This is an optimization exercise on Yosys and OpenROAD, whose aim is small area, a short achievable clock period and few clock cycles per item, not a production implementation. RTL that was checked went through simulation tests only; none was proved equivalent to the original. The RTL of run 3 was laid out without a check of its function.

==> design.v <==
module summator(
    input  [7:0]  a1,
    input  [7:0]  b1,
    output [16:0] res0,
    output [16:0] res1
);
    wire t1, t2, t3, t4, t5, t6, t7, t8, t9, t10, t11, t12, t13, t14, t15, t16, t17, t18, t19, t20, t21, t22, t23, t24, t25, t26, t27, t28, t29, t30, t31, t32, t33, t34, t35, t36, t37, t38, t39, t40, t41, t42, t43, t44, t45, t46, t47, t48, t49, t50, t51, t52, t53, t54, t55, t56, t57, t58, t59, t60, t61, t62, t63, t64, t65, t66, t67, t68, t69, t70, t71, t72, t73, t74, t75, t76, t77, t78, t79, t80, t81, t82, t83, t84, t85, t86, t87, t88, t89, t90, t91, t92, t93, t94, t95, t96, t97, t98, t99, t100, t101, t102, t103, t104, t105, t106, t107, t108, t109, t110, t111, t112, t113, t114, t115, t116, t117, t118, t119, t120, t121, t122, t123, t124, t125, t126, t127, t128, t129, t130, t131, t132, t133, t134, t135, t136, t137, t138, t139, t140, t141, t142, t143, t144, t145, t146, t147, t148, t149, t150, t151, t152, t153, t154, t155, t156, t157, t158, t159, t160, t161, t162, t163, t164, t165, t166, t167, t168;
    assign res0 = {t168, t166, t164, t162, t160, t158, t156, t154, t152, t150, t148, t146, t144, t119, t3, 1'b0, t1};
    assign res1 = {1'b0, t167, t165, t163, t161, t159, t157, t155, t153, t151, t149, t147, t145, t143, t4, 1'b0, t2};
    assign t1 = a1[0];
    assign t2 = b1[0];
    assign t3 = (a1[1] & ~a1[0]);
    assign t4 = (b1[1] & ~b1[0]);
    assign t5 = (a1[0] & a1[1]);
    assign t6 = (a1[0] & a1[2]);
    assign t7 = (b1[0] & b1[1]);
    assign t8 = (b1[0] & b1[2]);
    assign t9 = (a1[2] & ~a1[1]);
    assign t10 = (a1[0] & a1[3]);
    assign t11 = (b1[2] & ~b1[1]);
    assign t12 = (b1[0] & b1[3]);
    assign t13 = (a1[1] & a1[2]);
    assign t14 = (a1[0] & a1[4]);
    assign t15 = (a1[1] & a1[3]);
    assign t16 = (b1[1] & b1[2]);
    assign t17 = (b1[0] & b1[4]);
    assign t18 = (b1[1] & b1[3]);
    assign t19 = (a1[3] & ~a1[2]);
    assign t20 = (a1[0] & a1[5]);
    assign t21 = (a1[1] & a1[4]);
    assign t22 = (b1[3] & ~b1[2]);
    assign t23 = (b1[0] & b1[5]);
    assign t24 = (b1[1] & b1[4]);
    assign t25 = (a1[2] & a1[3]);
    assign t26 = (a1[0] & a1[6]);
    assign t27 = (a1[1] & a1[5]);
    assign t28 = (a1[2] & a1[4]);
    assign t29 = (b1[2] & b1[3]);
    assign t30 = (b1[0] & b1[6]);
    assign t31 = (b1[1] & b1[5]);
    assign t32 = (b1[2] & b1[4]);
    assign t33 = (a1[4] & ~a1[3]);
    assign t34 = (a1[0] & a1[7]);
    assign t35 = (a1[1] & a1[6]);
    assign t36 = (a1[2] & a1[5]);
    assign t37 = (b1[4] & ~b1[3]);
    assign t38 = (b1[0] & b1[7]);
    assign t39 = (b1[1] & b1[6]);
    assign t40 = (b1[2] & b1[5]);
    assign t41 = (a1[3] & a1[4]);
    assign t42 = (a1[1] & a1[7]);
    assign t43 = (a1[2] & a1[6]);
    assign t44 = (a1[3] & a1[5]);
    assign t45 = (b1[3] & b1[4]);
    assign t46 = (b1[1] & b1[7]);
    assign t47 = (b1[2] & b1[6]);
    assign t48 = (b1[3] & b1[5]);
    assign t49 = (a1[5] & ~a1[4]);
    assign t50 = (a1[2] & a1[7]);
    assign t51 = (a1[3] & a1[6]);
    assign t52 = (b1[5] & ~b1[4]);
    assign t53 = (b1[2] & b1[7]);
    assign t54 = (b1[3] & b1[6]);
    assign t55 = (a1[4] & a1[5]);
    assign t56 = (a1[3] & a1[7]);
    assign t57 = (a1[4] & a1[6]);
    assign t58 = (b1[4] & b1[5]);
    assign t59 = (b1[3] & b1[7]);
    assign t60 = (b1[4] & b1[6]);
    assign t61 = (a1[6] & ~a1[5]);
    assign t62 = (a1[4] & a1[7]);
    assign t63 = (b1[6] & ~b1[5]);
    assign t64 = (b1[4] & b1[7]);
    assign t65 = (a1[5] & a1[6]);
    assign t66 = (a1[5] & a1[7]);
    assign t67 = (b1[5] & b1[6]);
    assign t68 = (b1[5] & b1[7]);
    assign t69 = (a1[7] & ~a1[6]);
    assign t70 = (b1[7] & ~b1[6]);
    assign t71 = (a1[6] & a1[7]);
    assign t72 = (b1[6] & b1[7]);
    assign t73 = t25 ^ t26 ^ t27;
    assign t74 = (t25 & t26) | (t25 & t27) | (t26 & t27);
    assign t75 = t33 ^ t34 ^ t35;
    assign t76 = (t33 & t34) | (t33 & t35) | (t34 & t35);
    assign t77 = t36 ^ t37;
    assign t78 = t36 & t37;
    assign t79 = t41 ^ t42 ^ t43;
    assign t80 = (t41 & t42) | (t41 & t43) | (t42 & t43);
    assign t81 = t44 ^ t45 ^ t46;
    assign t82 = (t44 & t45) | (t44 & t46) | (t45 & t46);
    assign t83 = t49 ^ t50 ^ t51;
    assign t84 = (t49 & t50) | (t49 & t51) | (t50 & t51);
    assign t85 = t55 ^ t56;
    assign t86 = t55 & t56;
    assign t87 = t13 ^ t14 ^ t15;
    assign t88 = (t13 & t14) | (t13 & t15) | (t14 & t15);
    assign t89 = t19 ^ t20 ^ t21;
    assign t90 = (t19 & t20) | (t19 & t21) | (t20 & t21);
    assign t91 = t22 ^ t23;
    assign t92 = t22 & t23;
    assign t93 = t28 ^ t29 ^ t30;
    assign t94 = (t28 & t29) | (t28 & t30) | (t29 & t30);
    assign t95 = t31 ^ t32 ^ t73;
    assign t96 = (t31 & t32) | (t31 & t73) | (t32 & t73);
    assign t97 = t38 ^ t39 ^ t40;
    assign t98 = (t38 & t39) | (t38 & t40) | (t39 & t40);
    assign t99 = t74 ^ t75 ^ t77;
    assign t100 = (t74 & t75) | (t74 & t77) | (t75 & t77);
    assign t101 = t47 ^ t48 ^ t76;
    assign t102 = (t47 & t48) | (t47 & t76) | (t48 & t76);
    assign t103 = t78 ^ t79 ^ t81;
    assign t104 = (t78 & t79) | (t78 & t81) | (t79 & t81);
    assign t105 = t52 ^ t53 ^ t54;
    assign t106 = (t52 & t53) | (t52 & t54) | (t53 & t54);
    assign t107 = t80 ^ t82 ^ t83;
    assign t108 = (t80 & t82) | (t80 & t83) | (t82 & t83);
    assign t109 = t57 ^ t58 ^ t59;
    assign t110 = (t57 & t58) | (t57 & t59) | (t58 & t59);
    assign t111 = t60 ^ t84 ^ t85;
    assign t112 = (t60 & t84) | (t60 & t85) | (t84 & t85);
    assign t113 = t61 ^ t62 ^ t63;
    assign t114 = (t61 & t62) | (t61 & t63) | (t62 & t63);
    assign t115 = t64 ^ t86;
    assign t116 = t64 & t86;
    assign t117 = t65 ^ t66 ^ t67;
    assign t118 = (t65 & t66) | (t65 & t67) | (t66 & t67);
    assign t119 = t5 ^ t6;
    assign t120 = t5 & t6;
    assign t121 = t9 ^ t10 ^ t11;
    assign t122 = (t9 & t10) | (t9 & t11) | (t10 & t11);
    assign t123 = t16 ^ t17 ^ t18;
    assign t124 = (t16 & t17) | (t16 & t18) | (t17 & t18);
    assign t125 = t24 ^ t88 ^ t89;
    assign t126 = (t24 & t88) | (t24 & t89) | (t88 & t89);
    assign t127 = t90 ^ t92 ^ t93;
    assign t128 = (t90 & t92) | (t90 & t93) | (t92 & t93);
    assign t129 = t94 ^ t96 ^ t97;
    assign t130 = (t94 & t96) | (t94 & t97) | (t96 & t97);
    assign t131 = t98 ^ t100 ^ t101;
    assign t132 = (t98 & t100) | (t98 & t101) | (t100 & t101);
    assign t133 = t102 ^ t104 ^ t105;
    assign t134 = (t102 & t104) | (t102 & t105) | (t104 & t105);
    assign t135 = t106 ^ t108 ^ t109;
    assign t136 = (t106 & t108) | (t106 & t109) | (t108 & t109);
    assign t137 = t110 ^ t112 ^ t113;
    assign t138 = (t110 & t112) | (t110 & t113) | (t112 & t113);
    assign t139 = t68 ^ t114 ^ t116;
    assign t140 = (t68 & t114) | (t68 & t116) | (t114 & t116);
    assign t141 = t69 ^ t70;
    assign t142 = t69 & t70;
    assign t143 = t7 ^ t8;
    assign t144 = t7 & t8;
    assign t145 = t12 ^ t120 ^ t121;
    assign t146 = (t12 & t120) | (t12 & t121) | (t120 & t121);
    assign t147 = t87 ^ t122 ^ t123;
    assign t148 = (t87 & t122) | (t87 & t123) | (t122 & t123);
    assign t149 = t91 ^ t124 ^ t125;
    assign t150 = (t91 & t124) | (t91 & t125) | (t124 & t125);
    assign t151 = t95 ^ t126 ^ t127;
    assign t152 = (t95 & t126) | (t95 & t127) | (t126 & t127);
    assign t153 = t99 ^ t128 ^ t129;
    assign t154 = (t99 & t128) | (t99 & t129) | (t128 & t129);
    assign t155 = t103 ^ t130 ^ t131;
    assign t156 = (t103 & t130) | (t103 & t131) | (t130 & t131);
    assign t157 = t107 ^ t132 ^ t133;
    assign t158 = (t107 & t132) | (t107 & t133) | (t132 & t133);
    assign t159 = t111 ^ t134 ^ t135;
    assign t160 = (t111 & t134) | (t111 & t135) | (t134 & t135);
    assign t161 = t115 ^ t136 ^ t137;
    assign t162 = (t115 & t136) | (t115 & t137) | (t136 & t137);
    assign t163 = t117 ^ t138 ^ t139;
    assign t164 = (t117 & t138) | (t117 & t139) | (t138 & t139);
    assign t165 = t118 ^ t140 ^ t141;
    assign t166 = (t118 & t140) | (t118 & t141) | (t140 & t141);
    assign t167 = t71 ^ t72 ^ t142;
    assign t168 = (t71 & t72) | (t71 & t142) | (t72 & t142);
endmodule
module sqrt #(parameter RW = 4, parameter YW = 3) (
    input  [RW-1:0] rem_i,
    input  [YW-1:0] y_i,
    input  [1:0]    x_i,
    output [RW:0]   rem_o,
    output          bit_o
);
    wire [RW+1:0] r = {rem_i, x_i};
    wire [RW+2:0] t = {1'b0, r} - {{(RW-YW+1){1'b0}}, y_i, 2'b01};
    assign bit_o = ~t[RW+2];
    assign rem_o = bit_o ? t[RW:0] : r[RW:0];
endmodule
module evaluator(
    input clk_i ,
    input rst_i ,
    input [7:0] a_bi ,
    input [7:0] b_bi ,
    input start_i ,
    output ready,
    output busy_o ,
    output reg [8:0] y_bo
);
    reg [1:0]  st;       
    wire       busy = (st != 2'd0);
    wire       p1   = (st == 2'd1);
    reg [4:0]  top;      
    reg        c12;      
    reg [11:8] nlo;      
    reg [7:0]  rem;      
    reg [3:0]  xq;       
    wire [16:0] t0, t1;
    summator sq_sum(.a1(a_bi), .b1(b_bi), .res0(t0), .res1(t1));
    wire [12:0] lo_sum = t0[11:0] + t1[11:0];
    always @(posedge clk_i) begin
        top <= t0[16:12] + t1[16:12];
        c12 <= lo_sum[12];
        nlo <= lo_sum[11:8];
    end
    wire [2:0] yt;
    wire [3:0] rt;
    wire       pos, zero;
    wire [2:0] e1, e0;
    assign yt[0] = (c12 & ~top[2] & top[3]) | (~c12 & top[0] & top[3]) | (~top[0] & top[2] & top[3]) | (~c12 & top[1] & ~top[2] & ~top[4]) | (top[0] & ~top[1] & top[3]) | (c12 & ~top[0] & ~top[2] & ~top[4]) | (top[0] & ~top[1] & ~top[2] & ~top[4]) | (top[1] & ~top[2] & top[3]);
    assign yt[1] = (~top[2] & top[3] & ~top[4]) | (top[2] & ~top[3] & ~top[4]) | (~top[0] & top[3] & ~top[4]) | (~top[1] & top[2] & ~top[4]) | (~c12 & top[2] & ~top[4]) | (c12 & top[0] & top[1] & ~top[2] & ~top[4]);
    assign yt[2] = (~top[3] & top[4]) | (~top[1] & top[4]) | (~top[0] & top[4]) | (~c12 & top[4]) | (~top[2] & top[4]) | (c12 & top[0] & top[1] & top[2] & top[3] & ~top[4]);
    assign rt[0] = (~c12 & ~top[0] & top[1] & top[3]) | (c12 & top[0] & ~top[2] & top[3]) | (~c12 & top[0] & top[2] & ~top[3]) | (c12 & ~top[0] & ~top[3] & top[4]) | (~c12 & ~top[0] & top[2] & top[3]) | (~c12 & top[0] & ~top[3] & top[4]) | (c12 & ~top[0] & top[2] & ~top[3]) | (c12 & top[0] & ~top[1] & top[3]) | (~c12 & ~top[0] & top[1] & ~top[2] & ~top[4]) | (c12 & top[0] & ~top[1] & ~top[2] & ~top[4]);
    assign rt[1] = (c12 & ~top[0] & top[1]) | (~c12 & top[0] & top[1]) | (~top[0] & top[1] & top[2] & ~top[3]) | (top[0] & top[1] & ~top[2] & top[3]) | (c12 & top[0] & ~top[1] & ~top[3] & top[4]) | (~c12 & ~top[0] & ~top[1] & top[2] & top[3]) | (~c12 & top[1] & ~top[3] & top[4]) | (c12 & top[0] & ~top[1] & top[2] & ~top[3]);
    assign rt[2] = (c12 & ~top[0] & top[2] & top[4]) | (top[0] & ~top[1] & top[2] & top[3]) | (~c12 & top[2] & ~top[3] & top[4]) | (~c12 & top[1] & top[2] & top[3]) | (c12 & ~top[0] & top[2] & top[3]) | (~top[1] & top[2] & ~top[3] & top[4]) | (~c12 & ~top[0] & ~top[1] & ~top[2] & top[3] & ~top[4]) | (c12 & top[0] & top[1] & top[2] & ~top[3] & ~top[4]) | (c12 & top[0] & top[1] & ~top[2] & ~top[3] & top[4]);
    assign rt[3] = (c12 & top[0] & top[1] & top[2] & ~top[3] & top[4]) | (~c12 & ~top[0] & ~top[1] & ~top[2] & top[3] & top[4]);
    assign pos = (top[0] & top[1] & top[2] & ~top[3]) | (c12 & ~top[0] & top[1] & top[2]) | (c12 & top[2] & ~top[3] & top[4]) | (~c12 & top[0] & top[1] & top[2]) | (top[0] & ~top[1] & top[2] & top[3] & ~top[4]) | (~c12 & ~top[0] & ~top[1] & ~top[2] & top[3]) | (top[1] & top[2] & ~top[3] & top[4]) | (top[0] & top[2] & ~top[3] & top[4]) | (~top[0] & top[1] & top[2] & top[3] & ~top[4]) | (c12 & ~top[0] & top[1] & ~top[3] & ~top[4]) | (~c12 & top[0] & top[1] & ~top[3] & ~top[4]) | (c12 & ~top[1] & top[2] & top[3] & ~top[4]);
    assign zero = (c12 & top[0] & ~top[1] & ~top[3] & ~top[4]) | (~c12 & ~top[0] & ~top[2] & ~top[3] & ~top[4]) | (c12 & top[0] & top[2] & top[3] & top[4]) | (~c12 & ~top[0] & top[1] & ~top[3] & ~top[4]) | (c12 & top[0] & top[1] & ~top[2] & top[3] & ~top[4]) | (~c12 & ~top[0] & ~top[1] & top[2] & ~top[3] & top[4]) | (~c12 & ~top[0] & ~top[1] & top[2] & top[3] & ~top[4]) | (~c12 & ~top[0] & top[1] & top[2] & top[3] & top[4]) | (c12 & top[0] & top[1] & ~top[2] & ~top[3] & top[4]);
    assign e1[0] = (c12 & ~top[0] & top[1] & top[2]) | (~c12 & top[0] & top[1] & top[2]) | (c12 & ~top[0] & top[2] & ~top[3] & top[4]) | (c12 & ~top[0] & top[1] & ~top[3] & ~top[4]) | (~c12 & top[0] & top[2] & top[3] & ~top[4]) | (~c12 & top[0] & top[2] & ~top[3] & top[4]) | (~c12 & top[0] & top[1] & ~top[3] & ~top[4]) | (c12 & ~top[0] & top[2] & top[3] & ~top[4]);
    assign e1[1] = (~top[0] & top[1] & top[2] & ~top[3] & top[4]) | (~top[0] & top[1] & top[2] & top[3] & ~top[4]) | (~c12 & top[1] & top[2] & ~top[3] & top[4]) | (~c12 & top[1] & top[2] & top[3] & ~top[4]) | (~c12 & ~top[0] & ~top[1] & ~top[2] & top[3] & ~top[4]) | (c12 & top[0] & top[1] & top[2] & ~top[3] & ~top[4]) | (c12 & top[0] & ~top[1] & top[2] & ~top[3] & top[4]) | (c12 & top[0] & ~top[1] & top[2] & top[3] & ~top[4]);
    assign e1[2] = (c12 & top[0] & top[1] & top[2] & ~top[3] & top[4]) | (~c12 & ~top[0] & ~top[1] & ~top[2] & top[3] & top[4]);
    assign e0[0] = (c12 & top[0] & top[1] & top[2] & ~top[3]) | (~c12 & ~top[0] & ~top[1] & ~top[2] & top[3]) | (c12 & top[0] & top[2] & ~top[3] & top[4]) | (c12 & top[0] & ~top[1] & top[2] & top[3] & ~top[4]) | (~c12 & ~top[0] & top[1] & top[2] & ~top[3] & top[4]) | (~c12 & ~top[0] & top[1] & top[2] & top[3] & ~top[4]);
    assign e0[1] = (c12 & top[1] & top[2] & ~top[3] & top[4]) | (top[0] & top[1] & top[2] & ~top[3] & top[4]) | (~c12 & ~top[0] & ~top[1] & ~top[2] & top[3] & top[4]) | (c12 & ~top[0] & top[1] & top[2] & top[3] & ~top[4]) | (~c12 & top[0] & top[1] & top[2] & top[3] & ~top[4]);
    assign e0[2] = 1'b0;
    wire [1:0] n5 = nlo[11:10];
    wire       b5 = pos | (zero & (n5 != 2'd0));
    wire [4:0] ra5 = !b5          ? {rt[2:0], n5} :
                     (n5 != 2'd0) ? {e1, n5 - 2'd1} : {e0, 2'b11};
    wire [5:0] ra4; wire b4;
    sqrt #(5, 4) row4(.rem_i(ra5), .y_i({yt, b5}), .x_i(nlo[9:8]), .rem_o(ra4), .bit_o(b4));
    wire [8:0] rb1; wire bb1;
    wire [9:0] rb2; wire bb2;
    sqrt #(8, 7) rowb1(.rem_i(rem), .y_i(y_bo[6:0]), .x_i(xq[3:2]), .rem_o(rb1), .bit_o(bb1));
    sqrt #(9, 8) rowb2(.rem_i(rb1), .y_i({y_bo[6:0], bb1}), .x_i(xq[1:0]), .rem_o(rb2), .bit_o(bb2));
    assign busy_o = busy;
    assign ready  = ~busy;
    always @(posedge clk_i) begin
        rem <= p1 ? {2'b00, ra4} : rb2[7:0];
        xq  <= p1 ? lo_sum[7:4] : lo_sum[3:0];
    end
    always @(posedge clk_i)
        if (rst_i) begin
            st   <= 2'd0;
            y_bo <= 9'd0;
        end else if (busy) begin
            if (p1)
                y_bo <= {3'd0, yt, b5, b4};
            else
                y_bo <= {y_bo[6:0], bb1, bb2};
            st <= st + 2'd1;
        end else if (start_i)
            st <= 2'd1;
endmodule
==> run.sh <==
#!/bin/bash
# synth_recipe.tcl (not shown) runs the flow's synth.tcl, then flattens the netlist and writes it again
# the make line also repeats each setting of config.mk as NAME=value (left out here)
make -C /OpenROAD-flow-scripts/flow DESIGN_CONFIG=/design/flow/config.mk WORK_HOME=/design/flow/orfs CLKGATE_MAP_FILE= SYNTH_SCRIPT=/design/flow/synth_recipe.tcl finish
==> config.mk <==
export PLATFORM = sky130hd
export DESIGN_NAME = evaluator
export DESIGN_NICKNAME = evaluator
export VERILOG_FILES = /design/flow/design.v
export SDC_FILE = /design/flow/constraint.sdc
export NUM_CORES = 4
export LEC_CHECK = 0
export CAP_MARGIN = 20
export CORE_MARGIN = 2
export CORE_UTILIZATION = 60
export GPL_TIMING_DRIVEN = 0
export SLEW_MARGIN = 20
==> constraint.sdc <==
create_clock -name core_clock -period 4.0 [get_ports {clk_i}]
set_input_delay 0.8000 -clock core_clock [delete_from_list [all_inputs] [get_ports {clk_i}]]
set_output_delay 0.8000 -clock core_clock [all_outputs]
set_load 0.01 [all_outputs]
==> results of run 1 <==
-- repair_timing --
action | in CTS | in global routing
pin swaps | 2 | 7
resized for setup | 42 | 37
setup buffers | 5 | 1
endpoints found under the setup margin | 17 | 11
-- kinds of logic (layout without fill, tap and decap cells) --
| kind of cell | after synthesis | count (layout) |
|---|---|---|
| flops | 33 | 33 |
| simple gates | 190 | 190 |
| xor+xnor | 26 | 26 |
| fa+ha+maj | 89 | 89 |
| buf+inv | 101 | 144 |
| mux | 15 | 15 |
| compound gates | 128 | 128 |
-- stage by stage --
stage          instance area [µm²]  worst slack (ps)  util, %
4_1_cts                       5310              1.11     68.7
3_3_place_gp                  5180              -680     67.1
3_5_place_dp                  5180              -721     67.1
2_1_floorplan                 4770              63.1        -
5_1_grt                       5430            -0.128     70.2
6_report                      5430               153     70.2
-- sequential cells by signal, summed over array words and instances, names as in the netlist --
signal and flops:
top 5, xq 4, rem 8, y_bo 9, nlo 4, c12 1, st 2
-- cell type report --
cell class	count	area share (%)
Clock inverter	2	0.185
Timing Repair Buffer	35	5.54
Tap cell	102	2.35
Multi-Input combinational cell	448	70.9
Inverter	82	5.67
Buffer	19	1.82
Sequential cell	33	12.2
Clock buffer	6	1.34
-- final timing paths --
path | startpoint | cells past startpoint | endpoint | slack (ps)
worst min-delay path | y_bo[8]$_SDFFE_PP0N_ | 2 | y_bo[8]$_SDFFE_PP0N_ | 490
worst max register to register | y_bo[0]$_SDFFE_PP0N_ | 19 | rem[4]$_DFF_P_ | 200
worst min register to register | y_bo[8]$_SDFFE_PP0N_ | 2 | y_bo[8]$_SDFFE_PP0N_ | 490
worst max-delay path | a_bi[7] | 15 | top[4]$_DFF_P_ | 150
-- cell usage after synthesis (3+ instances only) --
library cell	instances	share of area, %
a211oi_1	5	0.79
a21o_1	7	1.1
a21oi_1	37	3.9
a31oi_1	3	0.39
and2_1	41	5.4
and3_1	5	0.66
buf_1	5	0.39
buf_2	4	0.42
clkbuf_1	7	0.55
dfxtp_1	33	14
fa_1	43	18
ha_1	46	12
inv_1	82	6.5
mux2_2	5	1.2
mux2i_1	8	1.7
nand2_1	37	2.9
nand3_1	8	0.84
nor2_1	39	3.1
nor2b_1	17	2.2
nor3_1	16	1.7
o211ai_1	5	0.79
o21a_1	4	0.63
o21ai_0	25	2.6
o21ai_1	4	0.42
o21bai_1	4	0.63
o22ai_1	3	0.39
or3_1	6	0.79
xnor2_1	18	3.3
xor2_1	8	1.5
-- placed cells by master, fill, tap and decap left out, types with 6 or more instances in the layout --
cell type / instances
xor2_1: 8
nand2_1: 36
o21ai_0: 21
nand3_1: 8
xnor2_1: 18
clkdlybuf4s50_1: 13
mux2i_1: 8
buf_2: 8
and2_1: 41
ha_1: 39
ha_4: 7
dfxtp_1: 32
a21oi_1: 34
dlygate4sd2_1: 7
a21o_1: 7
nor2_1: 37
fa_1: 38
inv_1: 81
clkbuf_1: 8
o21ai_1: 7
or3_1: 6
nor3_1: 16
nor2b_1: 16
buf_4: 8
-- tightest hold or removal path, stage by stage (launching register included) --
cell and delay [ps]:
dfxtp_1 330, a21oi_1 60, nor2_1 70
-- layer usage --
| layer | up-vias | GRT usage (%) | part of all wire [%] |
|---|---|---|---|
| li1 | 2049 | - | - |
| met1 | 1965 | 29.4 | 43 |
| met2 | 82 | 48.4 | 52 |
| met3 | 17 | 2.74 | 2.9 |
| met4 | 0 | 5.27 | 1.6 |
| met5 | - | 0 | 0 |
==> summary.txt, run 1 <==
Outcome
  • Status: no timing/DRC/antenna violations

Floorplanning
  • Core Region: 7730 µm²
  • Full die area: 8670 µm²
  • Initial Util: 61.7%
  • Row Count: 32
  • Die Y: 93.1 µm
  • Die W: 93.1 µm
  • # IOs: 30

Place
  • Gp weighted congestion: around 0.88
  • Port bufs: 29
  • Post-DP HPWL: about 8300 µm
  • Placed insts: 713

Clock network
  • CTS Buf Count: 5
  • Root Buffer: clkbuf_8
  • Skew-Pair Late Insertion Delay: ~280 ps
  • Num Clock Sinks: 33
  • H-tree depth: 2
  • CTS tree: done
  • Clk pin slew, worst setup/hold paths: roughly 70 ps
  • Hold buffers post-CTS: 0
  • Max Root-Sink Buffers: 2

Route
  • DRT antenna net count: 0
  • Pre-antenna DRT Iters: 5
  • Vias: 4113
  • Via density: between 5 and 6
  • Routed WL: about 10000 µm
  • Routed wire per std cell: 14.1 µm
  • Iter 0 DRT Violations: roughly 200
  • # DRC: 0

Worst setup path
  • Crit-path cells: clkdlybuf4s15_2 > and2_1 > fa_2 > inv_1 > fa_2 > fa_2 > fa_1 > inv_1 > ha_1 > inv_1 > fa_2 > inv_1 > a21o_1 > a21oi_2 > xnor2_1
  • Worst EP arrival: around 4000 ps
  • WP buf/inv: 5
  • Crit start category: primary input
  • CP peak stage delay: 530 ps
  • Worst path top cell family by delay: adder cells
  • Setup CP Type: in2reg
  • Critical path's slowest cell: fa_2
  • CP Max Fanout: 8
  • Worst setup EP type: flop
  • Worst Path Required: 4210 ps

Yosys
  • Post-Synth XOR/XNOR Area: 4.78%
  • Post-synth EDFFs: 0
  • Yosys reg bits: 33
  • Sequential element share of the synthesized area: 13.9%
  • Post-synthesis adder-cell area fraction: 30.1%
  • Main combinational cell family by area after synthesis: adder cells
  • Post-synthesis mux area share: 3.33%
  • Post-synthesis area per instance: 8.19 µm²
  • Complex-gate fraction of the synthesized area: between 10% and 20%
  • Synth Warn #: 1
  • Post-synth top flop: dfxtp_1
  • Post-synth net total: approximately 700
  • Post-Syn Area: 4770 µm²
  • Post-synth cell types: 73
  • Cell count after synthesis: 582
  • Asr flop ratio synth: 0%
  • Simple-gate share of the synthesized area: 21.3%

STA
  • Slew @ Worst Pin: 599 ps
  • Fmax: 0.260 GHz
  • Rel. slew slack: 59.5%
  • Crit share post-route: 96.2%
  • Hold_ws: 490 ps
  • Final setup fails: 0
  • Fin. Hold Viols: 0
  • TNS Setup: 0 ps
  • Fin crit period: 3850 ps
  • Clk_skew: 2.48 ps
  • Slew Limit Fails: 0

Finish
  • # fillers: 629
  • Final non-filler cell total: slightly above 700
  • Sequential Area: 662 µm²
  • # nets final: 732
  • Area Overhead vs Synth: 13.8%
  • Ant. Diodes: 0
  • Share of cells above drive strength 1: 11.5%
  • Area of the multi-input gates: 3850 µm²

Global routing
  • Initial antenna violation count: 0
  • First-pass GRT wire length: 17800 µm
  • Vias in the first global route: 4069
  • Gr usage total: between 20% and 30%
  • Remaining global-route overflow: 0
  • Largest net degree at the start of global routing: 11

Min path
  • Worst min path class: reg2reg

Run
  • Number of max-cap violations: 0
Testbench counts, summed over its fixed seeds: cycles 6,408, items 1,600.
==> run 2, diff against run 1 <==
--- a/design.v
+++ b/design.v
@@ -176,17 +176,45 @@
     assign t167 = t71 ^ t72 ^ t142;
     assign t168 = (t71 & t72) | (t71 & t142) | (t72 & t142);
 endmodule
-module sqrt #(parameter RW = 4, parameter YW = 3) (
+module sqrt #(parameter RW = 5, parameter YW = 4, parameter UW = 6, parameter W = 10) (
     input  [RW-1:0] rem_i,
     input  [YW-1:0] y_i,
-    input  [1:0]    x_i,
-    output [RW:0]   rem_o,
-    output          bit_o
+    input  [UW-1:0] u_i,
+    input  [3:0]    q_i,
+    output [1:0]    d_o,
+    output [W-2:0]  rem_o
 );
-    wire [RW+1:0] r = {rem_i, x_i};
-    wire [RW+2:0] t = {1'b0, r} - {{(RW-YW+1){1'b0}}, y_i, 2'b01};
-    assign bit_o = ~t[RW+2];
-    assign rem_o = bit_o ? t[RW:0] : r[RW:0];
+    wire [W-1:0] r  = {{(W-RW-4){1'b0}}, rem_i, q_i};
+    wire [W-1:0] d1 = r - {{(W-YW-3){1'b0}}, y_i, 3'b001};
+    wire [W-1:0] d2 = r - {{(W-YW-4){1'b0}}, y_i, 4'b0100};
+    wire [W-1:0] d3 = r - {{(W-UW-3){1'b0}}, u_i, 3'b001};
+    wire ge1 = ~d1[W-1];
+    wire ge2 = ~d2[W-1];
+    wire ge3 = ~d3[W-1];
+    assign d_o   = ge3 ? 2'd3 : ge2 ? 2'd2 : ge1 ? 2'd1 : 2'd0;
+    assign rem_o = ge3 ? d3[W-2:0] : ge2 ? d2[W-2:0] : ge1 ? d1[W-2:0] : r[W-2:0];
+endmodule
+module sqrt_last #(parameter RW = 7, parameter YW = 6, parameter UW = 8, parameter W = 12) (
+    input  [RW-1:0] rem_i,
+    input  [YW-1:0] y_i,
+    input  [UW-1:0] u_i,
+    input  [5:0]    q_i,
+    output [2:0]    bits_o
+);
+    wire [W-1:0] r  = {{(W-RW-4){1'b0}}, rem_i, q_i[5:2]};
+    wire [W-1:0] d1 = r - {{(W-YW-3){1'b0}}, y_i, 3'b001};
+    wire [W-1:0] d2 = r - {{(W-YW-4){1'b0}}, y_i, 4'b0100};
+    wire [W-1:0] d3 = r - {{(W-UW-3){1'b0}}, u_i, 3'b001};
+    wire ge1 = ~d1[W-1];
+    wire ge2 = ~d2[W-1];
+    wire ge3 = ~d3[W-1];
+    wire [W+1:0] t0 = {r, q_i[1:0]}  - {{(W-YW-3){1'b0}}, y_i, 2'd0, 2'b01};
+    wire [W+1:0] t1 = {d1, q_i[1:0]} - {{(W-YW-3){1'b0}}, y_i, 2'd1, 2'b01};
+    wire [W+1:0] t2 = {d2, q_i[1:0]} - {{(W-YW-3){1'b0}}, y_i, 2'd2, 2'b01};
+    wire [W+1:0] t3 = {d3, q_i[1:0]} - {{(W-YW-3){1'b0}}, y_i, 2'd3, 2'b01};
+    assign bits_o = ge3 ? {2'd3, ~t3[W+1]} :
+                    ge2 ? {2'd2, ~t2[W+1]} :
+                    ge1 ? {2'd1, ~t1[W+1]} : {2'd0, ~t0[W+1]};
 endmodule
 module evaluator(
     input clk_i ,
@@ -199,20 +227,19 @@
     output reg [8:0] y_bo
 );
     reg [1:0]  st;       
-    wire       busy = (st != 2'd0);
-    wire       p1   = (st == 2'd1);
+    wire       busy = st[0] | st[1];
     reg [4:0]  top;      
     reg        c12;      
-    reg [11:8] nlo;      
-    reg [7:0]  rem;      
-    reg [3:0]  xq;       
+    reg [11:0] nlo;      
+    reg [6:0]  rem;      
+    reg [7:0]  u;        
     wire [16:0] t0, t1;
     summator sq_sum(.a1(a_bi), .b1(b_bi), .res0(t0), .res1(t1));
     wire [12:0] lo_sum = t0[11:0] + t1[11:0];
     always @(posedge clk_i) begin
         top <= t0[16:12] + t1[16:12];
         c12 <= lo_sum[12];
-        nlo <= lo_sum[11:8];
+        nlo <= lo_sum[11:0];
     end
     wire [2:0] yt;
     wire [3:0] rt;
@@ -237,28 +264,49 @@
     wire       b5 = pos | (zero & (n5 != 2'd0));
     wire [4:0] ra5 = !b5          ? {rt[2:0], n5} :
                      (n5 != 2'd0) ? {e1, n5 - 2'd1} : {e0, 2'b11};
-    wire [5:0] ra4; wire b4;
-    sqrt #(5, 4) row4(.rem_i(ra5), .y_i({yt, b5}), .x_i(nlo[9:8]), .rem_o(ra4), .bit_o(b4));
-    wire [8:0] rb1; wire bb1;
-    wire [9:0] rb2; wire bb2;
-    sqrt #(8, 7) rowb1(.rem_i(rem), .y_i(y_bo[6:0]), .x_i(xq[3:2]), .rem_o(rb1), .bit_o(bb1));
-    sqrt #(9, 8) rowb2(.rem_i(rb1), .y_i({y_bo[6:0], bb1}), .x_i(xq[1:0]), .rem_o(rb2), .bit_o(bb2));
+    wire [3:0] y5 = {yt, b5};
+    localparam [287:0] SIX = {6'd47, 6'd46, 6'd45, 6'd44, 6'd43, 6'd42,
+                              6'd41, 6'd40, 6'd39, 6'd38, 6'd37, 6'd36,
+                              6'd35, 6'd34, 6'd33, 6'd32, 6'd31, 6'd30,
+                              6'd29, 6'd28, 6'd27, 6'd26, 6'd25, 6'd24,
+                              6'd23, 6'd22, 6'd21, 6'd20, 6'd19, 6'd18,
+                              6'd17, 6'd16, 6'd15, 6'd14, 6'd13, 6'd12,
+                              6'd11, 6'd10, 6'd9,  6'd8,  6'd7,  6'd6,
+                              6'd5,  6'd4,  6'd3,  6'd2,  6'd1,  6'd0};
+    wire [35:0] six = SIX[yt * 36 +: 36];    
+    wire [5:0] u5  = b5 ? six[29:24] : six[11:6];
+    wire [5:0] u5m = b5 ? six[23:18] : six[5:0];
+    wire [5:0] u5p = b5 ? six[35:30] : six[17:12];
+    wire [1:0] da; wire [8:0] ra;
+    sqrt #(5, 4, 6, 10) step_a(.rem_i(ra5), .y_i(y5), .u_i(u5), .q_i(nlo[9:6]),
+                               .d_o(da), .rem_o(ra));
+    reg  [7:0] ua;
+    always @*
+        case (da)
+            2'd0: ua = {u5m, 2'b01};
+            2'd1: ua = {u5, 2'b00};
+            2'd2: ua = {u5, 2'b11};
+            default: ua = {u5p, 2'b10};
+        endcase
+    wire [2:0] bl;
+    sqrt_last #(7, 6, 8, 12) step_b(.rem_i(rem), .y_i(y_bo[5:0]), .u_i(u), .q_i(nlo[5:0]),
+                                    .bits_o(bl));
     assign busy_o = busy;
     assign ready  = ~busy;
     always @(posedge clk_i) begin
-        rem <= p1 ? {2'b00, ra4} : rb2[7:0];
-        xq  <= p1 ? lo_sum[7:4] : lo_sum[3:0];
+        rem <= ra[6:0];
+        u   <= ua;
     end
     always @(posedge clk_i)
         if (rst_i) begin
             st   <= 2'd0;
             y_bo <= 9'd0;
-        end else if (busy) begin
-            if (p1)
-                y_bo <= {3'd0, yt, b5, b4};
-            else
-                y_bo <= {y_bo[6:0], bb1, bb2};
-            st <= st + 2'd1;
+        end else if (st[0]) begin
+            y_bo <= {3'd0, y5, da};
+            st   <= 2'd2;
+        end else if (st[1]) begin
+            y_bo <= {y_bo[5:0], bl};
+            st   <= 2'd0;
         end else if (start_i)
             st <= 2'd1;
 endmodule
--- a/config.mk
+++ b/config.mk
@@ -9,4 +9,5 @@
 export CORE_MARGIN = 2
 export CORE_UTILIZATION = 60
 export GPL_TIMING_DRIVEN = 0
+export SETUP_SLACK_MARGIN = 0.2
 export SLEW_MARGIN = 20
==> run 2 against run 1 <==
Effect of this change:
- still clean on timing, DRC and antenna
- global-route usage rose by 1.8 points
- maximum frequency grew 3.0%
- final area is 37% higher
- hold slack better by 6.6 ps
- wire length is 47% higher
- synthesized area up 35%
- register-to-register slack gained 60 ps
- synthesized cell count grew 32%
- flip-flop and latch count increased by 11
- critical path type is now reg2reg
- highest routed layer unchanged
==> summary.txt, run 2 <==
Yosys
  • Post-synthesis area per instance: 8.39 µm² (+2.5%)
  • Post-Syn Area: 6450 µm² (+35%)
  • Leading area contributor after synthesis: ha_1
  • Post-synth EDFFs: 0 (unchanged)
  • Yosys reg bits: 44 (+33%)
  • Asr flop ratio synth: 0% (unchanged)
  • Synth top area cells: ha_1, dfxtp_1, fa_1, inv_1, xnor2_1
  • Post-synth top flop: dfxtp_1
  • Cell count after synthesis: 769 (+32%)
  • Top-area cell type share of the netlist area: 17.3% (-0.80 points)
  • Post-synth net total: 920 (+33%)
  • Sequential element share of the synthesized area: 13.7% (-0.21 points)
  • Most common cell in the synthesized netlist: inv_1
  • Post-synth top cells: inv_1, ha_1, a21oi_1
  • Post-synth cell types: 81 (+11%)
  • Synth Warn #: 1 (unchanged)

Worst setup path
  • Crit path launch: top[1]$_DFF_P_
  • CP Max Fanout: 10 (+2)
  • Worst setup EP type: flop
  • Setup CP Type: reg2reg
  • Crit start category: flop
  • Worst EP arrival: 3970 ps (-90 ps)
  • Worst Path Required: 4240 ps (+30 ps)
  • FF-to-FF path depth: 17 (-2)
  • Launch point of the worst reg-to-reg path: top[1]$_DFF_P_

Route
  • Pre-antenna DRT Iters: 5 (unchanged)
  • DRT antenna net count: 0 (unchanged)
  • Iter 0 DRT Violations: 312 (+53%)
  • Routed WL: 15100 µm (+47%)
  • Routed wire per std cell: 15.7 µm (+11%)
  • Vias: 5692 (+38%)
  • Via density: 5.94 (+4.9%)
  • # DRC: 0 (unchanged)

Place
  • Placed insts: 934 (+31%)
  • Post-DP HPWL: 11500 µm (+38%)
  • Port bufs: 29 (unchanged)
  • Gp weighted congestion: 0.926 (+5.3%)

Global routing
  • Gr usage total: 26.7% (+1.8 points)
  • Largest net degree at the start of global routing: 16 (+5)
  • First-pass GRT wire length: 25500 µm (+43%)
  • Initial antenna violation count: 0 (unchanged)
  • Remaining global-route overflow: 0 (unchanged)
  • Vias in the first global route: 5738 (+41%)

Run
  • Number of max-cap violations: 0 (unchanged)

Floorplanning
  • Row Count: 37 (+16%)
  • Full die area: 11600 µm² (+34%)
  • Core Region: 10400 µm² (+34%)
  • Die W: 108 µm (+16%)
  • # IOs: 30 (unchanged)
  • Die Y: 108 µm (+16%)
  • Initial Util: 62.2% (+0.55 points)

Outcome
  • Status: no timing/DRC/antenna violations

Min path
  • Hold wc startpoint: nlo[6]$_DFF_P_
  • Hold Path Stages: 1 (-1)
  • Worst min path class: reg2reg

Finish
  • Share of cells above drive strength 1: 15.9% (+4.4 points)
  • Sequential Area: 888 µm² (+34%)
  • Ant. Diodes: 0 (unchanged)
  • Largest Register: nlo
  • Max FFs per register: 12 (+3)
  • # fillers: 837 (+33%)
  • Biggest regs: nlo (12), y_bo (9), u (8)
  • Area Overhead vs Synth: 14.9%
  • Final core utilization: 71.5% (+1.3 points)
  • # nets final: 973 (+33%)
  • Final non-filler cell total: 959 (+32%)
  • Commonest cells after routing, fill and taps aside: inv_1, ha_1, nand2_1, nor2_1, dfxtp_1
  • Area of the multi-input gates: 5350 µm² (+39%)

Clock network
  • Root Buffer: clkbuf_8
  • CTS tree: done
  • Clk pin slew, worst setup/hold paths: 100 ps (+30 ps)
  • Max Root-Sink Buffers: 2 (unchanged)
  • H-tree depth: 2 (unchanged)
  • Skew-Pair Late Insertion Delay: 310 ps (+30 ps)
  • Hold buffers post-CTS: 0 (unchanged)
  • CTS Buf Count: 5 (unchanged)
  • Num Clock Sinks: 44 (+33%)

STA
  • Hold_ws: 497 ps (+6.63 ps)
  • Fin crit period: 3740 ps (-111 ps)
  • Slew Limit Fails: 0 (unchanged)
  • Fin. Hold Viols: 0 (unchanged)
  • Rel. slew slack: 59.1% (-0.46 points)
  • RSZ-0062 raised after global routing: true
  • Crit share post-route: 93.4% (-2.8 points)
  • Slew @ Worst Pin: 609 ps (+10.7 ps)
  • Fmax: 0.268 GHz (+3.0%)
  • TNS Setup: 0 ps (unchanged)
  • Final setup fails: 0 (unchanged)
  • Clk_skew: 13.0 ps (+10.5 ps)
[run 2: cell count changes in the layout (fill, tap and decap cells not counted), sizes merged, moves of 12 or more]
| cell | before | now |
|---|---|---|
| inv | 82 | 94 |
| a211oi | 5 | 19 |
| nand2 | 37 | 49 |
| ha | 46 | 89 |
| a21oi | 38 | 50 |
| xnor2 | 18 | 37 |
| buf | 22 | 41 |
[run 2: area by class of cell]
type / count / share of cell area (%)
multi-input cells: 610 / 72.2
flip-flops and latches: 44 / 12.0
plain buffers: 22 / 2.31
clock inverters: 3 / 0.624
clock buffers: 5 / 0.928
inverters: 93 / 4.74
repair buffers: 46 / 4.89
well taps: 136 / 2.30
[run 2: per-stage QoR]
step | area (µm²) | worst slack (ps)
floorplan | 6480 | 208
global route | 7410 | 147
finish | 7410 | 264
CTS | 7220 | 192
detailed placement | 6940 | -661
global placement | 6940 | -630
[run 2: kinds of logic (layout without fill, tap and decap cells)]
logic type | Yosys count | in the layout | share of synthesized area (%)
compound gates | 190 | 190 | 20.8
xor+xnor | 49 | 49 | 6.65
fa+ha+maj | 132 | 132 | 30.6
buf+inv | 115 | 169 | 7.31
flops | 44 | 44 | 13.7
mux | 13 | 13 | 2.06
simple gates | 226 | 226 | 18.9
[run 2: what timing repair did]
item / 4_1_cts / 5_1_grt
gates resized for setup: 82 / 74
pin swaps: 6 / 23
setup buffers: 8 / 8
cloned: 1 / 0
endpoints found under the setup margin: 25 / 18
[run 2: final timing paths]
kind	end	slack (ps)
min	rem[0]$_DFF_P_	500
max	u[4]$_DFF_P_	260
max reg2reg	u[4]$_DFF_P_	260
min reg2reg	rem[0]$_DFF_P_	500
[run 2: per-layer routing]
layer  GRT usage [%]  share of wire (%)  wire length (µm)
met5               0                  0                 0
met4            8.70                2.6               393
met3            3.09                3.2               487
met2            50.6                 53              7950
met1            31.0                 42              6280
[run 2: critical path, stage by stage, from the launching register on]
cell	delay [ps]
dfxtp_2	380
or3b_4	410
a2111oi_4	370
a211oi_2	100
o31ai_4	90
buf_6	150
buf_4	130
nor2_2	50
a21oi_4	210
ha_1	310
or2_2	310
a21oi_2	180
a21oi_2	80
a31o_4	310
buf_4	180
mux2i_1	160
o31ai_1	90
a31oi_1	140
Testbench counts of run 2, summed over its fixed seeds: cycles 4,808, items 1,600.
==> run 3, diff against run 2 <==
--- a/design.v
+++ b/design.v
@@ -5,100 +5,100 @@
     output [16:0] res1
 );
     wire t1, t2, t3, t4, t5, t6, t7, t8, t9, t10, t11, t12, t13, t14, t15, t16, t17, t18, t19, t20, t21, t22, t23, t24, t25, t26, t27, t28, t29, t30, t31, t32, t33, t34, t35, t36, t37, t38, t39, t40, t41, t42, t43, t44, t45, t46, t47, t48, t49, t50, t51, t52, t53, t54, t55, t56, t57, t58, t59, t60, t61, t62, t63, t64, t65, t66, t67, t68, t69, t70, t71, t72, t73, t74, t75, t76, t77, t78, t79, t80, t81, t82, t83, t84, t85, t86, t87, t88, t89, t90, t91, t92, t93, t94, t95, t96, t97, t98, t99, t100, t101, t102, t103, t104, t105, t106, t107, t108, t109, t110, t111, t112, t113, t114, t115, t116, t117, t118, t119, t120, t121, t122, t123, t124, t125, t126, t127, t128, t129, t130, t131, t132, t133, t134, t135, t136, t137, t138, t139, t140, t141, t142, t143, t144, t145, t146, t147, t148, t149, t150, t151, t152, t153, t154, t155, t156, t157, t158, t159, t160, t161, t162, t163, t164, t165, t166, t167, t168;
-    assign res0 = {t168, t166, t164, t162, t160, t158, t156, t154, t152, t150, t148, t146, t144, t119, t3, 1'b0, t1};
-    assign res1 = {1'b0, t167, t165, t163, t161, t159, t157, t155, t153, t151, t149, t147, t145, t143, t4, 1'b0, t2};
-    assign t1 = a1[0];
-    assign t2 = b1[0];
-    assign t3 = (a1[1] & ~a1[0]);
-    assign t4 = (b1[1] & ~b1[0]);
-    assign t5 = (a1[0] & a1[1]);
-    assign t6 = (a1[0] & a1[2]);
-    assign t7 = (b1[0] & b1[1]);
-    assign t8 = (b1[0] & b1[2]);
-    assign t9 = (a1[2] & ~a1[1]);
-    assign t10 = (a1[0] & a1[3]);
-    assign t11 = (b1[2] & ~b1[1]);
-    assign t12 = (b1[0] & b1[3]);
-    assign t13 = (a1[1] & a1[2]);
-    assign t14 = (a1[0] & a1[4]);
-    assign t15 = (a1[1] & a1[3]);
-    assign t16 = (b1[1] & b1[2]);
-    assign t17 = (b1[0] & b1[4]);
-    assign t18 = (b1[1] & b1[3]);
-    assign t19 = (a1[3] & ~a1[2]);
-    assign t20 = (a1[0] & a1[5]);
-    assign t21 = (a1[1] & a1[4]);
-    assign t22 = (b1[3] & ~b1[2]);
-    assign t23 = (b1[0] & b1[5]);
-    assign t24 = (b1[1] & b1[4]);
-    assign t25 = (a1[2] & a1[3]);
-    assign t26 = (a1[0] & a1[6]);
-    assign t27 = (a1[1] & a1[5]);
-    assign t28 = (a1[2] & a1[4]);
-    assign t29 = (b1[2] & b1[3]);
-    assign t30 = (b1[0] & b1[6]);
-    assign t31 = (b1[1] & b1[5]);
-    assign t32 = (b1[2] & b1[4]);
-    assign t33 = (a1[4] & ~a1[3]);
-    assign t34 = (a1[0] & a1[7]);
-    assign t35 = (a1[1] & a1[6]);
-    assign t36 = (a1[2] & a1[5]);
-    assign t37 = (b1[4] & ~b1[3]);
-    assign t38 = (b1[0] & b1[7]);
-    assign t39 = (b1[1] & b1[6]);
-    assign t40 = (b1[2] & b1[5]);
-    assign t41 = (a1[3] & a1[4]);
-    assign t42 = (a1[1] & a1[7]);
-    assign t43 = (a1[2] & a1[6]);
-    assign t44 = (a1[3] & a1[5]);
-    assign t45 = (b1[3] & b1[4]);
-    assign t46 = (b1[1] & b1[7]);
-    assign t47 = (b1[2] & b1[6]);
-    assign t48 = (b1[3] & b1[5]);
-    assign t49 = (a1[5] & ~a1[4]);
-    assign t50 = (a1[2] & a1[7]);
-    assign t51 = (a1[3] & a1[6]);
-    assign t52 = (b1[5] & ~b1[4]);
-    assign t53 = (b1[2] & b1[7]);
-    assign t54 = (b1[3] & b1[6]);
-    assign t55 = (a1[4] & a1[5]);
-    assign t56 = (a1[3] & a1[7]);
-    assign t57 = (a1[4] & a1[6]);
-    assign t58 = (b1[4] & b1[5]);
-    assign t59 = (b1[3] & b1[7]);
-    assign t60 = (b1[4] & b1[6]);
-    assign t61 = (a1[6] & ~a1[5]);
-    assign t62 = (a1[4] & a1[7]);
-    assign t63 = (b1[6] & ~b1[5]);
-    assign t64 = (b1[4] & b1[7]);
-    assign t65 = (a1[5] & a1[6]);
-    assign t66 = (a1[5] & a1[7]);
-    assign t67 = (b1[5] & b1[6]);
-    assign t68 = (b1[5] & b1[7]);
-    assign t69 = (a1[7] & ~a1[6]);
-    assign t70 = (b1[7] & ~b1[6]);
-    assign t71 = (a1[6] & a1[7]);
-    assign t72 = (b1[6] & b1[7]);
+    assign res0 = ~{t168, t166, t164, t162, t160, t158, t156, t154, t152, t150, t148, t146, t144, t119, t3, 1'b1, t1};
+    assign res1 = ~{1'b1, t167, t165, t163, t161, t159, t157, t155, t153, t151, t149, t147, t145, t143, t4, 1'b1, t2};
+    assign t1 = ~a1[0];
+    assign t2 = ~b1[0];
+    assign t3 = ~(a1[1] & ~a1[0]);
+    assign t4 = ~(b1[1] & ~b1[0]);
+    assign t5 = ~(a1[0] & a1[1]);
+    assign t6 = ~(a1[0] & a1[2]);
+    assign t7 = ~(b1[0] & b1[1]);
+    assign t8 = ~(b1[0] & b1[2]);
+    assign t9 = ~(a1[2] & ~a1[1]);
+    assign t10 = ~(a1[0] & a1[3]);
+    assign t11 = ~(b1[2] & ~b1[1]);
+    assign t12 = ~(b1[0] & b1[3]);
+    assign t13 = ~(a1[1] & a1[2]);
+    assign t14 = ~(a1[0] & a1[4]);
+    assign t15 = ~(a1[1] & a1[3]);
+    assign t16 = ~(b1[1] & b1[2]);
+    assign t17 = ~(b1[0] & b1[4]);
+    assign t18 = ~(b1[1] & b1[3]);
+    assign t19 = ~(a1[3] & ~a1[2]);
+    assign t20 = ~(a1[0] & a1[5]);
+    assign t21 = ~(a1[1] & a1[4]);
+    assign t22 = ~(b1[3] & ~b1[2]);
+    assign t23 = ~(b1[0] & b1[5]);
+    assign t24 = ~(b1[1] & b1[4]);
+    assign t25 = ~(a1[2] & a1[3]);
+    assign t26 = ~(a1[0] & a1[6]);
+    assign t27 = ~(a1[1] & a1[5]);
+    assign t28 = ~(a1[2] & a1[4]);
+    assign t29 = ~(b1[2] & b1[3]);
+    assign t30 = ~(b1[0] & b1[6]);
+    assign t31 = ~(b1[1] & b1[5]);
+    assign t32 = ~(b1[2] & b1[4]);
+    assign t33 = ~(a1[4] & ~a1[3]);
+    assign t34 = ~(a1[0] & a1[7]);
+    assign t35 = ~(a1[1] & a1[6]);
+    assign t36 = ~(a1[2] & a1[5]);
+    assign t37 = ~(b1[4] & ~b1[3]);
+    assign t38 = ~(b1[0] & b1[7]);
+    assign t39 = ~(b1[1] & b1[6]);
+    assign t40 = ~(b1[2] & b1[5]);
+    assign t41 = ~(a1[3] & a1[4]);
+    assign t42 = ~(a1[1] & a1[7]);
+    assign t43 = ~(a1[2] & a1[6]);
+    assign t44 = ~(a1[3] & a1[5]);
+    assign t45 = ~(b1[3] & b1[4]);
+    assign t46 = ~(b1[1] & b1[7]);
+    assign t47 = ~(b1[2] & b1[6]);
+    assign t48 = ~(b1[3] & b1[5]);
+    assign t49 = ~(a1[5] & ~a1[4]);
+    assign t50 = ~(a1[2] & a1[7]);
+    assign t51 = ~(a1[3] & a1[6]);
+    assign t52 = ~(b1[5] & ~b1[4]);
+    assign t53 = ~(b1[2] & b1[7]);
+    assign t54 = ~(b1[3] & b1[6]);
+    assign t55 = ~(a1[4] & a1[5]);
+    assign t56 = ~(a1[3] & a1[7]);
+    assign t57 = ~(a1[4] & a1[6]);
+    assign t58 = ~(b1[4] & b1[5]);
+    assign t59 = ~(b1[3] & b1[7]);
+    assign t60 = ~(b1[4] & b1[6]);
+    assign t61 = ~(a1[6] & ~a1[5]);
+    assign t62 = ~(a1[4] & a1[7]);
+    assign t63 = ~(b1[6] & ~b1[5]);
+    assign t64 = ~(b1[4] & b1[7]);
+    assign t65 = ~(a1[5] & a1[6]);
+    assign t66 = ~(a1[5] & a1[7]);
+    assign t67 = ~(b1[5] & b1[6]);
+    assign t68 = ~(b1[5] & b1[7]);
+    assign t69 = ~(a1[7] & ~a1[6]);
+    assign t70 = ~(b1[7] & ~b1[6]);
+    assign t71 = ~(a1[6] & a1[7]);
+    assign t72 = ~(b1[6] & b1[7]);
     assign t73 = t25 ^ t26 ^ t27;
     assign t74 = (t25 & t26) | (t25 & t27) | (t26 & t27);
     assign t75 = t33 ^ t34 ^ t35;
     assign t76 = (t33 & t34) | (t33 & t35) | (t34 & t35);
-    assign t77 = t36 ^ t37;
-    assign t78 = t36 & t37;
+    assign t77 = ~(t36 ^ t37);
+    assign t78 = t36 | t37;
     assign t79 = t41 ^ t42 ^ t43;
     assign t80 = (t41 & t42) | (t41 & t43) | (t42 & t43);
     assign t81 = t44 ^ t45 ^ t46;
     assign t82 = (t44 & t45) | (t44 & t46) | (t45 & t46);
     assign t83 = t49 ^ t50 ^ t51;
     assign t84 = (t49 & t50) | (t49 & t51) | (t50 & t51);
-    assign t85 = t55 ^ t56;
-    assign t86 = t55 & t56;
+    assign t85 = ~(t55 ^ t56);
+    assign t86 = t55 | t56;
     assign t87 = t13 ^ t14 ^ t15;
     assign t88 = (t13 & t14) | (t13 & t15) | (t14 & t15);
     assign t89 = t19 ^ t20 ^ t21;
     assign t90 = (t19 & t20) | (t19 & t21) | (t20 & t21);
-    assign t91 = t22 ^ t23;
-    assign t92 = t22 & t23;
+    assign t91 = ~(t22 ^ t23);
+    assign t92 = t22 | t23;
     assign t93 = t28 ^ t29 ^ t30;
     assign t94 = (t28 & t29) | (t28 & t30) | (t29 & t30);
     assign t95 = t31 ^ t32 ^ t73;
@@ -121,12 +121,12 @@
     assign t112 = (t60 & t84) | (t60 & t85) | (t84 & t85);
     assign t113 = t61 ^ t62 ^ t63;
     assign t114 = (t61 & t62) | (t61 & t63) | (t62 & t63);
-    assign t115 = t64 ^ t86;
-    assign t116 = t64 & t86;
+    assign t115 = ~(t64 ^ t86);
+    assign t116 = t64 | t86;
     assign t117 = t65 ^ t66 ^ t67;
     assign t118 = (t65 & t66) | (t65 & t67) | (t66 & t67);
-    assign t119 = t5 ^ t6;
-    assign t120 = t5 & t6;
+    assign t119 = ~(t5 ^ t6);
+    assign t120 = t5 | t6;
     assign t121 = t9 ^ t10 ^ t11;
     assign t122 = (t9 & t10) | (t9 & t11) | (t10 & t11);
     assign t123 = t16 ^ t17 ^ t18;
@@ -147,10 +147,10 @@
     assign t138 = (t110 & t112) | (t110 & t113) | (t112 & t113);
     assign t139 = t68 ^ t114 ^ t116;
     assign t140 = (t68 & t114) | (t68 & t116) | (t114 & t116);
-    assign t141 = t69 ^ t70;
-    assign t142 = t69 & t70;
-    assign t143 = t7 ^ t8;
-    assign t144 = t7 & t8;
+    assign t141 = ~(t69 ^ t70);
+    assign t142 = t69 | t70;
+    assign t143 = ~(t7 ^ t8);
+    assign t144 = t7 | t8;
     assign t145 = t12 ^ t120 ^ t121;
     assign t146 = (t12 & t120) | (t12 & t121) | (t120 & t121);
     assign t147 = t87 ^ t122 ^ t123;
==> run 3 against run 2 <==
Effect of this change:
- now fails the layout checks on negative setup slack
- first-iteration DRC count grew 62%
- die area decreased by 1.2%
- global-route usage rose by 1.8 points
- final cell count rose by 4.3%
- via count is 5.8% higher
- maximum frequency down 10%
- flip-flop and latch count did not move
- synthesized cell count rose by 2.1%
- critical path depth is 3 higher
- non-clock buffer count grew 27
- critical path type unchanged
==> summary.txt, run 3 <==
Place
  • Post-DP HPWL: 11700 µm (+1.8%)
  • Worst slack at placement: -720 ps (-59.0 ps)
  • Port bufs: 29 (unchanged)
  • Gp weighted congestion: 0.948 (+2.3%)
  • Placed insts: 950 (+1.7%)

Min path
  • Worst min path class: reg2reg

STA
  • Fin. Hold Viols: 0 (unchanged)
  • Clk_skew: 11.0 ps (-2.05 ps)
  • Rel. slew slack: 39.8% (-19 points)
  • Fin crit period: 4160 ps (+420 ps)
  • Slew @ Worst Pin: 896 ps (+287 ps)
  • Slew Limit Fails: 0 (unchanged)
  • Setup slack after layout: -156 ps (-420 ps)
  • Fmax: 0.241 GHz (-10%)
  • Crit share post-route: 104% (+10 points)
  • Final setup fails: 11 (+11)
  • Hold_ws: 507 ps (+10.0 ps)
  • RSZ-0062 raised after global routing: true

Finish
  • Area Overhead vs Synth: 22.0%
  • Share of cells above drive strength 1: 19.9% (+4.0 points)
  • Biggest regs: nlo (12), y_bo (9), u (8)
  • # fillers: 733 (-12%)
  • # nets final: 1013 (+4.1%)
  • Largest Register: nlo
  • Max FFs per register: 12 (unchanged)
  • Commonest cells after routing, fill and taps aside: inv_1, ha_1, nand2_1, nor2_1, dfxtp_1
  • Ant. Diodes: 0 (unchanged)
  • Area of the multi-input gates: 5470 µm² (+2.2%)
  • Final core utilization: 75.3% (+3.9 points)
  • Commonest non-fill, non-tap cell in the layout: inv_1
  • Sequential Area: 883 µm² (-0.56%)
  • Final non-filler cell total: 1000 (+4.3%)

Yosys
  • Yosys reg bits: 44 (unchanged)
  • Complex-gate fraction of the synthesized area: 19.9% (-0.90 points)
  • Post-synthesis adder-cell area fraction: 30.8% (+0.18 points)
  • Post-Syn Area: 6370 µm² (-1.2%)
  • Post-synth EDFFs: 0 (unchanged)
  • Asr flop ratio synth: 0% (unchanged)
  • Post-synthesis area per instance: 8.12 µm² (-3.2%)
  • Post-synth top cells: inv_1, ha_1, nand2_1
  • Simple-gate share of the synthesized area: 19.3% (+0.45 points)
  • Post-synth top flop: dfxtp_1
  • Leading area contributor after synthesis: ha_1
  • Post-Synth XOR/XNOR Area: 6.18% (-0.47 points)
  • Top-area cell type share of the netlist area: 17.3% (about the same)
  • Main combinational cell family by area after synthesis: adder cells
  • Sequential element share of the synthesized area: 13.8% (+0.17 points)
  • Post-synth cell types: 68 (-16%)
  • Post-synth net total: 935 (+1.6%)
  • Post-synthesis mux area share: 2.12% (+0.064 points)
  • Cell count after synthesis: 785 (+2.1%)
  • Most common cell in the synthesized netlist: inv_1
  • Synth Warn #: 1 (unchanged)
  • Synth top area cells: ha_1, dfxtp_1, fa_1, inv_1, a21oi_1

Global routing
  • Initial antenna violation count: 0 (unchanged)
  • Remaining global-route overflow: 0 (unchanged)
  • Gr usage total: 28.6% (+1.8 points)
  • Vias in the first global route: 5842 (+1.8%)
  • Largest net degree at the start of global routing: 16 (unchanged)
  • First-pass GRT wire length: 26800 µm (+5.0%)

Clock network
  • H-tree depth: 2 (unchanged)
  • Root Buffer: clkbuf_8
  • Max Root-Sink Buffers: 2 (unchanged)
  • Hold buffers post-CTS: 0 (unchanged)
  • Clk pin slew, worst setup/hold paths: 100 ps (about the same)
  • Skew-Pair Late Insertion Delay: 310 ps (about the same)
  • CTS Buf Count: 5 (unchanged)
  • CTS tree: done
  • Num Clock Sinks: 44 (unchanged)

Route
  • Routed wire per std cell: 16.9 µm (+7.5%)
  • Pre-antenna DRT Iters: 8 (+3)
  • Iter 0 DRT Violations: 505 (+62%)
  • Via density: 6.02 (+1.4%)
  • DRT antenna net count: 0 (unchanged)
  • Vias: 6020 (+5.8%)
  • Routed WL: 16900 µm (+12%)
  • # DRC: 0 (unchanged)

Worst setup path
  • Worst EP arrival: 4350 ps (+380 ps)
  • CP Max Fanout: 10 (unchanged)
  • Worst Path Required: 4200 ps (-40 ps)
  • Crit-path cells: clkbuf_4 > xor2_1 > o211a_1 > a211o_1 > or2_1 > buf_6 > buf_8 > buf_8 > nor2_4 > a21oi_2 > ha_1 > clkbuf_8 > a21oi_2 > nor2b_1 > o31a_1 > nor4_4 > buf_4 > nand3_4 > o31a_1 > o311a_1
  • Setup CP Type: reg2reg
  • CP peak stage delay: 350 ps (-60 ps)
  • WP buf/inv: 6 (+3)
  • R2R setup slack: -160 ps (-420 ps)
  • Worst path top cell family by delay: compound AO/OA/AOI/OAI gates
  • Worst setup EP type: flop
  • Critical path's slowest cell: o31a_1
  • Crit start category: flop

Floorplanning
  • Core Region: 10300 µm² (-0.45%)
  • Die W: 107 µm (-0.58%)
  • Die Y: 107 µm (-0.58%)
  • Row Count: 37 (unchanged)
  • Full die area: 11500 µm² (-1.2%)
  • Initial Util: 61.8% (-0.47 points)
  • # IOs: 30 (unchanged)

Outcome
  • Layout check faults: negative setup slack
  • Status: finished with violations

Run
  • Number of max-cap violations: 0 (unchanged)
==> run 3: worst register-to-register path, stage by stage (launching register included) <==
cell and delay, ps:
dfxtp_1 330, clkbuf_4 190, xor2_1 230, o211a_1 160, a211o_1 300, or2_1 240
buf_6 120, buf_8 110, buf_8 120, nor2_4 70, a21oi_2 40, ha_1 280
clkbuf_8 150, a21oi_2 120, nor2b_1 80, o31a_1 350, nor4_4 220, buf_4 190
nand3_4 80, o31a_1 310, o311a_1 330
==> run 3: stage by stage <==
| step | instance area [µm²] | setup TNS (ps) |
|---|---|---|
| CTS | 7430 | -284 |
| detailed placement | 6900 | -11900 |
| global route | 7780 | -3160 |
| global placement | 6900 | -11110 |
| finish | 7780 | -901 |
| floorplan | 6440 | 0 |
==> run 3: cell families (layout without fill, tap and decap cells) <==
family	count (synthesis)	after routing
XOR/XNOR	45	45
flip-flops	44	44
buffers and inverters	125	203
multiplexers	13	13
AND/OR/NAND/NOR	239	239
adder cells (fa/ha/maj)	131	131
AO/OA/AOI/OAI	188	189
==> run 3: routing by layer <==
layer | share of wire [%] | GRT usage, % | vias up | routed length [µm]
met2 | 52 | 54.1 | 191 | 8780
met1 | 40 | 34.0 | 2907 | 6850
met3 | 4.4 | 2.86 | 50 | 744
met4 | 3.2 | 7.79 | 0 | 541
li1 | - | - | 2872 | -
met5 | 0 | 0 | - | 0
==> run 3: worst paths after layout <==
kind / start / end / depth (start not counted)
worst max-delay path: top[3]$_DFF_P_ / rem[4]$_DFF_P_ / 20
worst min-delay path: nlo[6]$_DFF_P_ / rem[0]$_DFF_P_ / 1
worst max register to register: top[3]$_DFF_P_ / rem[4]$_DFF_P_ / 20
worst min register to register: nlo[6]$_DFF_P_ / rem[0]$_DFF_P_ / 1
==> run 3: final cells by class <==
class | count | share of cell area (%)
Multi-Input combinational cell | 617 | 70.3
Sequential cell | 44 | 11.4
Timing Repair Buffer | 70 | 7.03
Inverter | 100 | 4.89
Buffer | 25 | 2.73
Tap cell | 136 | 2.19
Clock buffer | 5 | 0.885
Clock inverter | 3 | 0.595
==> run 3: repair_timing <==
action	in CTS	in global routing
resized for setup	109	86
pin swaps	17	29
cloned	1	0
setup buffers	18	23
setup endpoints to repair	26	20

static timing again, ports no longer ideal:
In the flow no input, the clock included, has a driving cell. The finished layouts below were timed again as built, in two steps. Step 1 (the two cells are an assumption about what drives the block):
set clk [get_ports {clk_i}]
set_driving_cell -lib_cell sky130_fd_sc_hd__clkbuf_16 $clk
set_driving_cell -lib_cell sky130_fd_sc_hd__buf_2 [delete_from_list [all_inputs] $clk]
Step 2 times the ports against the registers' clock, not the clock port: input delays grow and output delays shrink by t, the midpoint of the rising clock arrivals with the driver on. a / b / c = ideal / step 1 / step 2; a / b = the first two.
| run | t (ns) | setup WS [ns] | worst data-port slew with drivers (ns) |
|---|---|---|---|
| run 1 | 0.308 | 0.153 / 0.161 / -0.147 | 0.03 |
| run 2 | 0.342 | 0.264 / 0.264 / 0.024 | 0.04 |
| run 3 | 0.346 | -0.156 / -0.156 / -0.156 | 0.03 |
With both steps, setup timing fails in run 1, where it was met with ideal ports. For run 1, which loses most, drivers alone change the setup slack by +0.008 ns; drivers and shift together by -0.300 ns.
